Source: an optimization exercise on an open RTL-to-GDS flow (aim: small area, a short achievable clock period and few clock cycles per item). Production flows keep margins and buffers that such runs may drop.
Function was checked by simulation only, so behaviour that the tests miss may differ from the original.
Power and IR drop assume default switching activity.

<file path="flow/config.mk">
export PLATFORM = sky130hd
export DESIGN_NAME = MCycle
export DESIGN_NICKNAME = MCycle
export VERILOG_FILES = /design/flow/design.v
export SDC_FILE = /design/flow/constraint.sdc
export NUM_CORES = 4
export LEC_CHECK = 0
export CAP_MARGIN = 20
export CORE_MARGIN = 2
export CORE_UTILIZATION = 40
export SLEW_MARGIN = 20
</file>
<file path="flow/run.sh">
#!/bin/bash
# synth_recipe.tcl (not shown) runs the flow's synth.tcl, then flattens the netlist and writes it again
# the make line also repeats each setting of config.mk as NAME=value (left out here)
make -C /OpenROAD-flow-scripts/flow DESIGN_CONFIG=/design/flow/config.mk WORK_HOME=/design/flow/orfs CLKGATE_MAP_FILE= SYNTH_SCRIPT=/design/flow/synth_recipe.tcl finish
</file>
<file path="flow/design.v">
module MCycle
#(
    parameter WIDTH = 32   
) 
(
    input CLK,    
    input RESET,  
    input Start,  
    input [1:0] MCycleOp,  
    input [WIDTH-1:0] Operand1,  
    input [WIDTH-1:0] Operand2,  
    output reg [WIDTH-1:0] Result,   
    output reg Busy  
);
    localparam IDLE = 1'b0;
    localparam COMPUTING = 1'b1;
    localparam ADD_LATENCY = 3;
    localparam MUL_LATENCY = 26;
    localparam EXP_WIDTH = 8;
    localparam FRAC_WIDTH = 24;
    localparam EXP_MAX = 2 ** EXP_WIDTH - 1;
    reg state, n_state;
    reg done;
    reg [1:0] reg_op;
    always @(posedge CLK or posedge RESET) begin
      if(RESET)
        state <= IDLE;
      else
        state <= n_state;
    end
    always @(*) begin
      case(state)
        IDLE: begin
          if(Start) begin
            n_state = COMPUTING;
            Busy = 1'b1;
          end
          else  begin
            n_state = IDLE;
            Busy = 1'b0;
          end
        end
        COMPUTING:  begin
          if(~done) begin
            n_state = COMPUTING;
            Busy = 1'b1;
          end
          else begin
            n_state = IDLE;
            Busy = 1'b0;
          end
        end
      endcase
    end
    reg [5:0] count;  
    reg [2*WIDTH-1:0] shifted_op1;
    reg [WIDTH-1:0] op2;
    wire DIVIDE_READY = (op2 <= shifted_op1[2*WIDTH-2:WIDTH-1]) ? 1: 0;
    wire [WIDTH-1:0] divide_temp_result = (DIVIDE_READY) ? shifted_op1[2*WIDTH-2:WIDTH-1] - op2 : shifted_op1[2*WIDTH-2:WIDTH-1];
    always@(posedge CLK or posedge RESET) begin: COMPUTING_PROCESS  
      if(RESET) begin
        count <= 0 ;
        shifted_op1 <= 0;
        op2 <= 0;
        done <= 0;
      end
      else if(state == IDLE) begin
        if(n_state == COMPUTING) begin
          count <= 0 ;
          shifted_op1 <= {{(WIDTH-1){1'b0}},Operand1};
          op2 <= Operand2;
          done <= 0;
          reg_op <= MCycleOp;
        end
      end
      else if(n_state == COMPUTING)
      begin
        case (reg_op)
          2'd0: begin
            if(count == WIDTH-1) begin  
                done <= 1'b1;
                count <= 0;
              end else begin 
                done <= 1'b0;
                count <= count + 1;
              end 
              if(shifted_op1[0])  begin
                shifted_op1 <= {op2, {(WIDTH-1){1'b0}}} + shifted_op1[2*WIDTH-1:1];
              end
              else  begin
                shifted_op1 <= {1'b0, shifted_op1[2*WIDTH-1:1]};
              end
              op2 <= op2;
          end
          2'd1: begin
            if(count == WIDTH-1) begin  
              done <= 1'b1;
              count <= 0;
            end else begin
              done <= 1'b0;
              count <= count + 1;
            end
            shifted_op1 <= {divide_temp_result, shifted_op1[WIDTH-2:0], DIVIDE_READY};
            op2 <= op2;
          end
          2'd2: begin
            if(count == ADD_LATENCY-2) begin  
              done <= 1'b1;
              count <= 0;
            end else begin
              done <= 1'b0;
              count <= count + 1;
            end
            shifted_op1 <= shifted_op1;
            op2 <= op2;
          end
          2'd3: begin
            if(count == MUL_LATENCY-2) begin  
              done <= 1'b1;
              count <= 0;
            end else begin
              done <= 1'b0;
              count <= count + 1;
            end
            shifted_op1 <= shifted_op1;
            op2 <= op2;
          end
        endcase
      end
    end
    wire [WIDTH-1:0] test = shifted_op1[2*WIDTH-2:WIDTH-1];
    wire zero_sig1,zero_sig2;  
    assign zero_sig1 = (Operand1[WIDTH-2-:EXP_WIDTH] == 0) ;
    assign zero_sig2 = (Operand2[WIDTH-2-:EXP_WIDTH] == 0) ;
    wire sign1,sign2;
    wire [EXP_WIDTH-1:0] exp1,exp2;
    wire [FRAC_WIDTH-2:0] frac1,frac2;
    wire inf_sig1,inf_sig2,nan_sig1,nan_sig2;
    assign {sign1,exp1,frac1} = Operand1;
    assign {sign2,exp2,frac2} = Operand2[EXP_WIDTH+FRAC_WIDTH-1:0];
    assign inf_sig1 = (exp1==EXP_MAX)&&(frac1=={(FRAC_WIDTH-1){1'b0}});
    assign nan_sig1 = (exp1==EXP_MAX)&&(frac1!={(FRAC_WIDTH-1){1'b0}});
    assign inf_sig2 = (exp2==EXP_MAX)&&(frac2=={(FRAC_WIDTH-1){1'b0}});
    assign nan_sig2 = (exp2==EXP_MAX)&&(frac2!={(FRAC_WIDTH-1){1'b0}});
    wire [EXP_WIDTH -1:0] exp_b = exp1> exp2 ? exp1 : exp2;
    wire [EXP_WIDTH - 1:0] shift_num1 = exp_b - exp1;  
    wire [EXP_WIDTH - 1:0] shift_num2 = exp_b - exp2;  
    wire [FRAC_WIDTH - 1 : 0] shift_data1= {1'b1,frac1} >>shift_num1;
    wire [FRAC_WIDTH - 1 : 0] shift_data2= {1'b1,frac2} >>shift_num2;
    reg signed [FRAC_WIDTH + 1 : 0] fix_num1 ;
    reg signed [FRAC_WIDTH + 1 : 0] fix_num2 ;
    wire [FRAC_WIDTH  : 0] shift_data1_comp = ~shift_data1 + 1;
    wire [FRAC_WIDTH  : 0] shift_data2_comp = ~shift_data2 + 1;
    always @(posedge CLK) begin
        if(zero_sig1)
            fix_num1 <= 0;
        else if(sign1)
            fix_num1 <= { sign1,shift_data1_comp};
        else
            fix_num1 <= { sign1,1'b0,shift_data1};  
    end
    always @(posedge CLK) begin
        if(zero_sig2)
            fix_num2 <= 0;
        else if(sign2)
            fix_num2 <= { sign2,shift_data2_comp};
        else
            fix_num2 <= { sign2,1'b0,shift_data2};  
    end
    reg signed [FRAC_WIDTH + 1 : 0] add_num_out_comp ; 
    wire [FRAC_WIDTH : 0] add_num_out_signed = ~add_num_out_comp[FRAC_WIDTH : 0] + 1;
    always @(posedge CLK) begin
        add_num_out_comp <= fix_num1 + fix_num2;; 
    end
    reg signed [FRAC_WIDTH + 1 : 0] add_num_out ; 
    always @(*) begin
        if(add_num_out_comp[FRAC_WIDTH + 1] )
          add_num_out = { add_num_out_comp[FRAC_WIDTH + 1],add_num_out_signed};
        else
          add_num_out = add_num_out_comp;
    end
    wire [31:0] a = add_num_out[FRAC_WIDTH : 0];  
    wire [4:0] one_location;
    wire [1:0] find_one1;
    wire [3:0] find_one2;
    wire [7:0] find_one3;
    wire [15:0] find_one4;
    assign one_location[4] = (|a[31:16]);
    assign find_one4 = one_location[4] ? a[31:16] : a[15:0];
    assign one_location[3] = (|find_one4[15:8]);
    assign find_one3 = one_location[3] ? find_one4[15:8] : find_one4[7:0];
    assign one_location[2] = (|find_one3[7:4]);
    assign find_one2 = one_location[2] ? find_one3[7:4] : find_one3[3:0];
    assign one_location[1] = (|find_one2[3:2]);
    assign find_one1 = one_location[1] ? find_one2[3:2] : find_one2[1:0];
    assign one_location[0] = find_one1[1];
    wire zero_judge_add = (one_location == 1'b0) && (find_one1[0] == 1'b0) ? 1'b1 : 1'b0; 
    wire [EXP_WIDTH -1:0] exp_b_delay;
    shiftregister #( 2, EXP_WIDTH)  u_reg_exp_b (
          .din(exp_b),
          .clk(CLK),
          .rst(RESET),
          .dout(exp_b_delay)
      );
    wire [EXP_WIDTH - 1:0] exp_o_add = exp_b_delay + one_location - 23;  
    wire [EXP_WIDTH - 1:0] shift_num = 25 - one_location;
    wire [FRAC_WIDTH : 0] shift_data = add_num_out << shift_num;  
    reg [WIDTH - 1:0] fl_out_add;
    wire inf_sig1_add,inf_sig2_add,nan_sig1_add,nan_sig2_add;
    wire sign1_add,sign2_add;
    shiftregister #( 2, 6)  u_reg_sig_add (
          .din({inf_sig1,inf_sig2,nan_sig1,nan_sig2,sign1,sign2}),
          .clk(CLK),
          .rst(RESET),
          .dout({inf_sig1_add,inf_sig2_add,nan_sig1_add,nan_sig2_add,sign1_add,sign2_add})
      );
    always @(posedge CLK) begin
        if(nan_sig1_add ||nan_sig2_add || ( inf_sig1_add && inf_sig2_add && sign1_add !=sign2_add )   ) 
            fl_out_add <= {1'b0, {EXP_WIDTH{1'b1}}, 1'b1, {(FRAC_WIDTH-2){1'b0}}};  
        else if(  (inf_sig1_add && !sign1_add ) || (inf_sig2_add && !sign2_add ) )
            fl_out_add <= {1'b0, {EXP_WIDTH{1'b1}}, {(FRAC_WIDTH-1){1'b0}}};  
        else if(  (inf_sig1_add && sign1_add ) || (inf_sig2_add && sign2_add ) )
            fl_out_add <= {1'b1, {EXP_WIDTH{1'b1}}, {(FRAC_WIDTH-1){1'b0}}};  
        else if(zero_judge_add)
            fl_out_add <= 32'b0;  
        else
            fl_out_add <= {add_num_out[FRAC_WIDTH + 1],exp_o_add,shift_data[FRAC_WIDTH  : 2]};
    end
    wire [FRAC_WIDTH - 1 : 0] mul_num1= zero_sig1 ? 0 : {1'b1,frac1};
    wire [FRAC_WIDTH - 1 : 0] mul_num2= zero_sig2 ? 0 : {1'b1,frac2};
    wire [FRAC_WIDTH * 2 -1 : 0] mul_num_out;
    wire  add_one_sig = mul_num_out[FRAC_WIDTH * 2 -1];
    wire sign_mul = sign1 + sign2;  
    mul u_mul(
      .clk(CLK),
      .RESET(RESET),
      .Start(Start&( &MCycleOp )),
      .a(mul_num1),
      .b(mul_num2),
      .c(mul_num_out)
    );
    wire [EXP_WIDTH-1:0] exp1_delay,exp2_delay;
    shiftregister #(25, EXP_WIDTH *2)  u_reg_exp_in (
        .din({exp1,exp2}),
        .clk(CLK),
        .rst(RESET),
        .dout({exp1_delay,exp2_delay})
    );
    wire inf_sig1_mul,inf_sig2_mul,nan_sig1_mul,nan_sig2_mul;
    wire sign_mul_delay;
    shiftregister #( 25, 5)  u_reg_sig_mul (
          .din({sign_mul,inf_sig1,inf_sig2,nan_sig1,nan_sig2}),
          .clk(CLK),
          .rst(RESET),
          .dout({sign_mul_delay,inf_sig1_mul,inf_sig2_mul,nan_sig1_mul,nan_sig2_mul})
      );
    wire [EXP_WIDTH : 0] exp_mul = exp1_delay + exp2_delay - 127;  
    wire [EXP_WIDTH : 0] exp_mul_p = exp_mul + 1;
    wire inf_judge = add_one_sig ? exp_mul_p[EXP_WIDTH] : exp_mul[EXP_WIDTH];
    wire [FRAC_WIDTH -2 :0] mantissa_mul = add_one_sig? mul_num_out[FRAC_WIDTH * 2 -2 -: (FRAC_WIDTH -1) ] : mul_num_out[FRAC_WIDTH * 2 -3 -: (FRAC_WIDTH -1)  ];
    wire [EXP_WIDTH -1 :0] exp_o_mul = add_one_sig? exp_mul_p[EXP_WIDTH -1 :0] : exp_mul[EXP_WIDTH -1 :0];
    reg [WIDTH - 1:0] fl_out_mul;
    always @(posedge CLK) begin
        if(nan_sig1_mul ||nan_sig2_mul   ) 
            fl_out_mul <= {1'b0, {EXP_WIDTH{1'b1}}, 1'b1, {(FRAC_WIDTH-2){1'b0}}};  
        else if(  inf_sig1_mul || inf_sig2_mul || inf_judge)
            fl_out_mul <= {sign_mul_delay, {EXP_WIDTH{1'b1}}, {(FRAC_WIDTH-1){1'b0}}};  
        else
            fl_out_mul <= {sign_mul_delay, exp_o_mul  , mantissa_mul };
    end
    reg Busy_reg;
    always @(*) begin
        case (reg_op)
          2'd0: Result = shifted_op1[WIDTH-1:0];
          2'd1: Result = shifted_op1[WIDTH-1:0];
          2'd2: Result = fl_out_add;
          2'd3: Result = fl_out_mul;
        endcase
    end
endmodule
module mul
#(
    parameter WIDTH = 24
) 
(
    input clk,   
    input RESET, 
    input Start, 
    input [WIDTH-1:0] a, 
    input [WIDTH-1:0] b, 
    output [WIDTH *2-1:0] c, 
    output reg Busy  
);
    reg [4:0] cnt;
    reg [WIDTH *2-1:0] Multiplicand;
    reg [WIDTH -1:0] Multiplier;
    reg [WIDTH *2-1:0] Product;
    assign c = Product;
    always @(posedge clk or posedge RESET) begin
      if(RESET) begin
        cnt <= 0 ;
        Multiplicand <=0;
        Multiplier <= 0;
        Product <=0;
        Busy <=0;
      end
      else if(Start) begin
        cnt <= 0;
        Multiplicand <=a;
        Multiplier <= b;
        Product <=0;
        Busy <= 1;
      end
      else if(Busy) begin
        if(cnt == WIDTH-1) begin
            cnt <= 0 ;
            Multiplicand <=0;
            Multiplier <= 0;
            Product <= Multiplier[0]? Product + Multiplicand : Product;
            Busy <=0;
        end
        else begin
            cnt <= cnt + 1;
            Multiplicand <= Multiplicand<<1;
            Multiplier <= Multiplier >>1;
            Busy <= Busy;
            Product <= Multiplier[0]? Product + Multiplicand : Product;
        end
      end
      else begin
        cnt <= 0 ;
        Multiplicand <=0;
        Multiplier <= 0;
        Product <=0;
        Busy <=0;
      end
    end
endmodule
module shiftregister #(parameter FIXED_DEPTH = 1, DATA_WIDTH = 1) (
    input clk,
    input rst,
    input [DATA_WIDTH-1:0] din,
    output [DATA_WIDTH-1:0] dout
);
generate
if(FIXED_DEPTH == 0) begin
    assign dout = din;
end
else if (FIXED_DEPTH == 1) begin
    regist #(DATA_WIDTH) u_reg (
        .i_clk(clk),  
        .i_rst_n(~rst),  
        .i_d(din),
        .o_q(dout)
    );
end else begin
    wire [FIXED_DEPTH*DATA_WIDTH-1:0] out_delay;
    regist #(FIXED_DEPTH*DATA_WIDTH) u_reg (
        .i_clk(clk),  
        .i_rst_n(~rst),  
        .i_d({out_delay[(FIXED_DEPTH-1)*DATA_WIDTH-1:0], din}),
        .o_q(out_delay)
    );
    assign dout = out_delay[FIXED_DEPTH*DATA_WIDTH-1-:DATA_WIDTH];
end
endgenerate
endmodule
module regist #(parameter N = 64) (
    input i_clk,
    input i_rst_n,
    input [N-1:0] i_d,
    output reg [N-1:0] o_q
);
always @(posedge i_clk or negedge i_rst_n) begin: blk_reg
    if (!i_rst_n)
        o_q <= {N{1'b0}};
    else
        o_q <= i_d;
end
endmodule
</file>
<file path="flow/constraint.sdc">
create_clock -name core_clock -period 6.5 [get_ports {CLK}]
set_input_delay 1.3000 -clock core_clock [delete_from_list [all_inputs] [get_ports {CLK}]]
set_output_delay 1.3000 -clock core_clock [all_outputs]
set_load 0.01 [all_outputs]
</file>
==> results.json <==
{
  "insertion_delay_ns": 0.69,
  "cts.sinks": 919,
  "final.setup.tns_ns": 0,
  "io_pins": 102,
  "synth_cell_types": 102,
  "slew_headroom": 0.2450,
  "worstHoldStart": "u_reg_exp_in.genblk1.genblk1.u_reg.o_q[8]$_DFF_PP0_",
  "fillCellCount": 9683,
  "cts_buffers": 93,
  "leakagePower_uw": 0.02305,
  "ir_drop_mv": 0.5772,
  "layout_commonest_cell": "dfrtp_1",
  "grt_pass1_wl_um": 177400,
  "async_flop_share": 0.8433,
  "worstSetupStartpoint": "Operand2[26]",
  "die_h_um": 330.6,
  "wl_per_cell_um": 19.33,
  "grt_pass1_vias": 30840,
  "finalHoldViolCount": 0,
  "std_cell_rows": 119,
  "syn-cell-area_sq_um": 42660,
  "ys_seq_area_frac": 0.5227,
  "multi_input_comb_area_sq_um": 19340,
  "synth_edf_count": 2,
  "regArea_sq_um": 22300,
  "power_density_nw_per_um2": 539.2,
  "period_minus_slack_ns": 6.172,
  "antenna_found_initial": 10,
  "root_buffer": "clkbuf_16",
  "p_sw_frac": 0.4171,
  "finalClockSkew_ns": 0.04518,
  "grt_max_degree": 174,
  "finalCritPeriodShare": 0.9495,
  "fmax_mhz": 162.0,
  "power.internal_uw": 15820,
  "cpMostUsedCell": "mux2i_1",
  "num_vias": 31360,
  "synth.avg_cell_area_sq_um": 10.52,
  "syn-num-nets": 4327,
  "first_pass_iters": 5,
  "top_register": "u_reg_exp_in.genblk1.genblk1.u_reg.o_q",
  "cp.required_ns": 7.08,
  "core_sq_um": 105600,
  "outcome": "no timing/DRC/antenna violations",
  "tightest_slew_ns": 1.129,
  "power.total_uw": 27140,
  "seqPwrFrac": 0.283,
  "die-width_um": 330.6,
  "final_nets": 4647,
  "gp_congestion": 0.9217,
  "ys_dominant_reg_cell": "dfrtp_1",
  "gr-total-overflow": 0,
  "cts_tree": "yes",
  "drive_gt1_frac": 0.1290,
  "viasPerCell": 5.365,
  "crit_family": "compound AO/OA/AOI/OAI gates",
  "postSynthCellCount": 4057,
  "cp_max_fo": 6,
  "drt_iter0_drc": 2330,
  "setup_viol": 0,
  "crit_buf_inv": 5,
  "ys_warn_count": 6,
  "critPathMaxStageDelay_ns": 0.51,
  "p_clk_frac": 0.194,
  "ant_nets": 0,
  "area_delta_synth_final_pct": 18.01,
  "hp-class": "reg -> reg",
  "top_regs": "u_reg_exp_in.genblk1.genblk1.u_reg.o_q x400, u_reg_sig_mul.genblk1.genblk1.u_reg.o_q x125, shifted_op1 x64",
  "p_sw_uw": 11320,
  "comb_power_share": 0.523,
  "holdBufCountCts": 0,
  "wl_um": 113000,
  "slew_viol_final": 0,
  "clockBufferDepth": 3,
  "h-tree-depth": 3,
  "cap_violations": 0,
  "clk_pin_slew_ns": 0.06,
  "final_cell_mix": "dfrtp_1, nand2_1, nor2_1",
  "largest_reg_flops": 400,
  "worstSetupEndpointType": "flop",
  "drt-met1-wl_um": 52370,
  "final_util": 0.4769,
  "start_kind": "primary input",
  "io_buffers": 101,
  "drc": 0,
  "cpMaxStageDelayCell": "or4b_4",
  "crit_type": "in -> reg",
  "dpl.hpwl_um": 80800,
  "die_area_sq_um": 109300,
  "rr_startpoint": "add_num_out_comp[8]$_DFF_P_",
  "synth_seq_cells": 919,
  "grt_use_total": 0.2075,
  "wl_met3_um": 6074,
  "wl_met2_um": 50140,
  "initial_core_util": 0.4041,
  "fin_hold_ws_ns": 0.3209,
  "routed.top_layer": "met5",
  "arrival_ns": 6.75
}
area by class of cell:
cell class,instances,area share
Sequential cell,919,0.4430
Multi-Input combinational cell,2819,0.3841
Inverter,148,0.01121
Antenna cell,4,0.0001988
Tap cell,1391,0.03457
Clock buffer,128,0.05185
Clock inverter,40,0.008724
Timing Repair Buffer,396,0.06636
through the flow:
step                      instance area (sq um)  std cells  setup WS (ns)
after floorplan                           42670       4057         -5.431
after global placement                    47090       5668        -0.6875
after detailed placement                  47090       5668        -0.7434
after CTS                                 50140       5836       0.001057
after global routing                      50340       5844       -0.04819
final                                     50340       5845         0.3280
worst paths after layout:
| check | slack, ns | endpoint | cells past startpoint |
|---|---|---|---|
| max in group asynchronous | 3.86 | u_reg_exp_in.genblk1.genblk1.u_reg.o_q[353]$_DFF_PP0_ | 3 |
| worst max-delay path | 0.33 | fix_num2[23]$_SDFF_PP0_ | 26 |
| worst min-delay path | 0.32 | u_reg_exp_in.genblk1.genblk1.u_reg.o_q[24]$_DFF_PP0_ | 0 |
| min in group asynchronous | 1.30 | u_reg_exp_b.genblk1.genblk1.u_reg.o_q[8]$_DFF_PP0_ | 2 |
| worst min register to register | 0.32 | u_reg_exp_in.genblk1.genblk1.u_reg.o_q[24]$_DFF_PP0_ | 0 |
| worst max register to register | 0.58 | fl_out_add[16]$_SDFF_PP0_ | 16 |
power by group through the flow:
stage	sequential [uW]	combinational [uW]	clock, uW
2_1_floorplan	7440	10300	0
3_3_place_gp	7750	13800	0
3_5_place_dp	7770	13900	0
4_1_cts	7680	14000	5430
5_1_grt	7800	15700	5680
6_report	7680	14200	5270
per-layer routing:
| layer | track usage | up-vias |
|---|---|---|
| met5 | 0 | - |
| met4 | 0.08086 | 8 |
| met3 | 0.03653 | 191 |
| met2 | 0.3203 | 763 |
| met1 | 0.2911 | 15340 |
| li1 | - | 15050 |
cells in the mapped netlist, types with 54 or more instances:
cell type	n	area share
a21oi_1	235	0.028
a21o_1	64	0.011
o21ai_0	287	0.034
xor2_1	70	0.014
nor2_1	335	0.029
inv_1	144	0.013
xnor2_1	147	0.030
mux2i_1	212	0.050
ha_1	193	0.057
dfxtp_1	142	0.067
nand3_1	117	0.014
dfrtp_1	775	0.45
clkbuf_1	131	0.012
nand2_1	359	0.032
a22o_1	54	0.011
logic make-up after synthesis:
logic type	count (synthesis)	synth area share
buffers and inverters	319	0.02918
muxes	257	0.06646
AOI/OAI and AO/OA	970	0.1460
xor gates and xnor gates	218	0.04493
and+or+nand+nor	1173	0.1304
DFF	919	0.5227
adders and majority gates	201	0.06036
worst register-to-register path: stages, from the launching register on:
cell       delay [ns]
dfxtp_1          0.37
or3_1            0.55
or4_1            0.62
o21ai_2          0.25
xor2_2           0.45
and4b_1          0.53
inv_2            0.10
o2111ai_1        0.24
o31a_4           0.24
clkinv_4         0.26
ha_1             0.35
nand2b_1         0.44
nand2b_1         0.20
mux2i_1          0.11
mux2_2           0.30
a2111oi_0        0.66
nor4_1           0.12
repair_timing:
item,in CTS,in global routing
buffers inserted,0,5
pin swaps,0,7
resized for setup,1,44
gates cloned,0,0
setup endpoints to repair,4,38
Testbench counts, summed over its fixed seeds: cycles 48,074, items 1,920.

what the ideal ports hide:
No port has a modelled driver above. Below, the same layout with a new extraction and two added sets of constraints.
Step 1 assumes that a clkbuf_16 drives the clock port and a buf_2 every other input.
Step 2, shift: input delay + t, output delay - t, t = (earliest + latest rising clock arrival at the registers) / 2. This alone moves slack from input paths to output paths.
Slacks: ideal / step 1 / step 2; pairs: ideal / step 1.
t (ns): 0.731
setup slack, ns: 0.328 / 0.376 / -0.355
worst hold slack (ns): 0.321 / 0.321 / 0.321
worst register clock-pin slew, ns: 0.06 / 0.06
Met with ideal ports but missed after step 2: setup timing in this run. For this run, drivers alone change the setup slack by +0.048 ns; drivers and shift together by -0.683 ns.
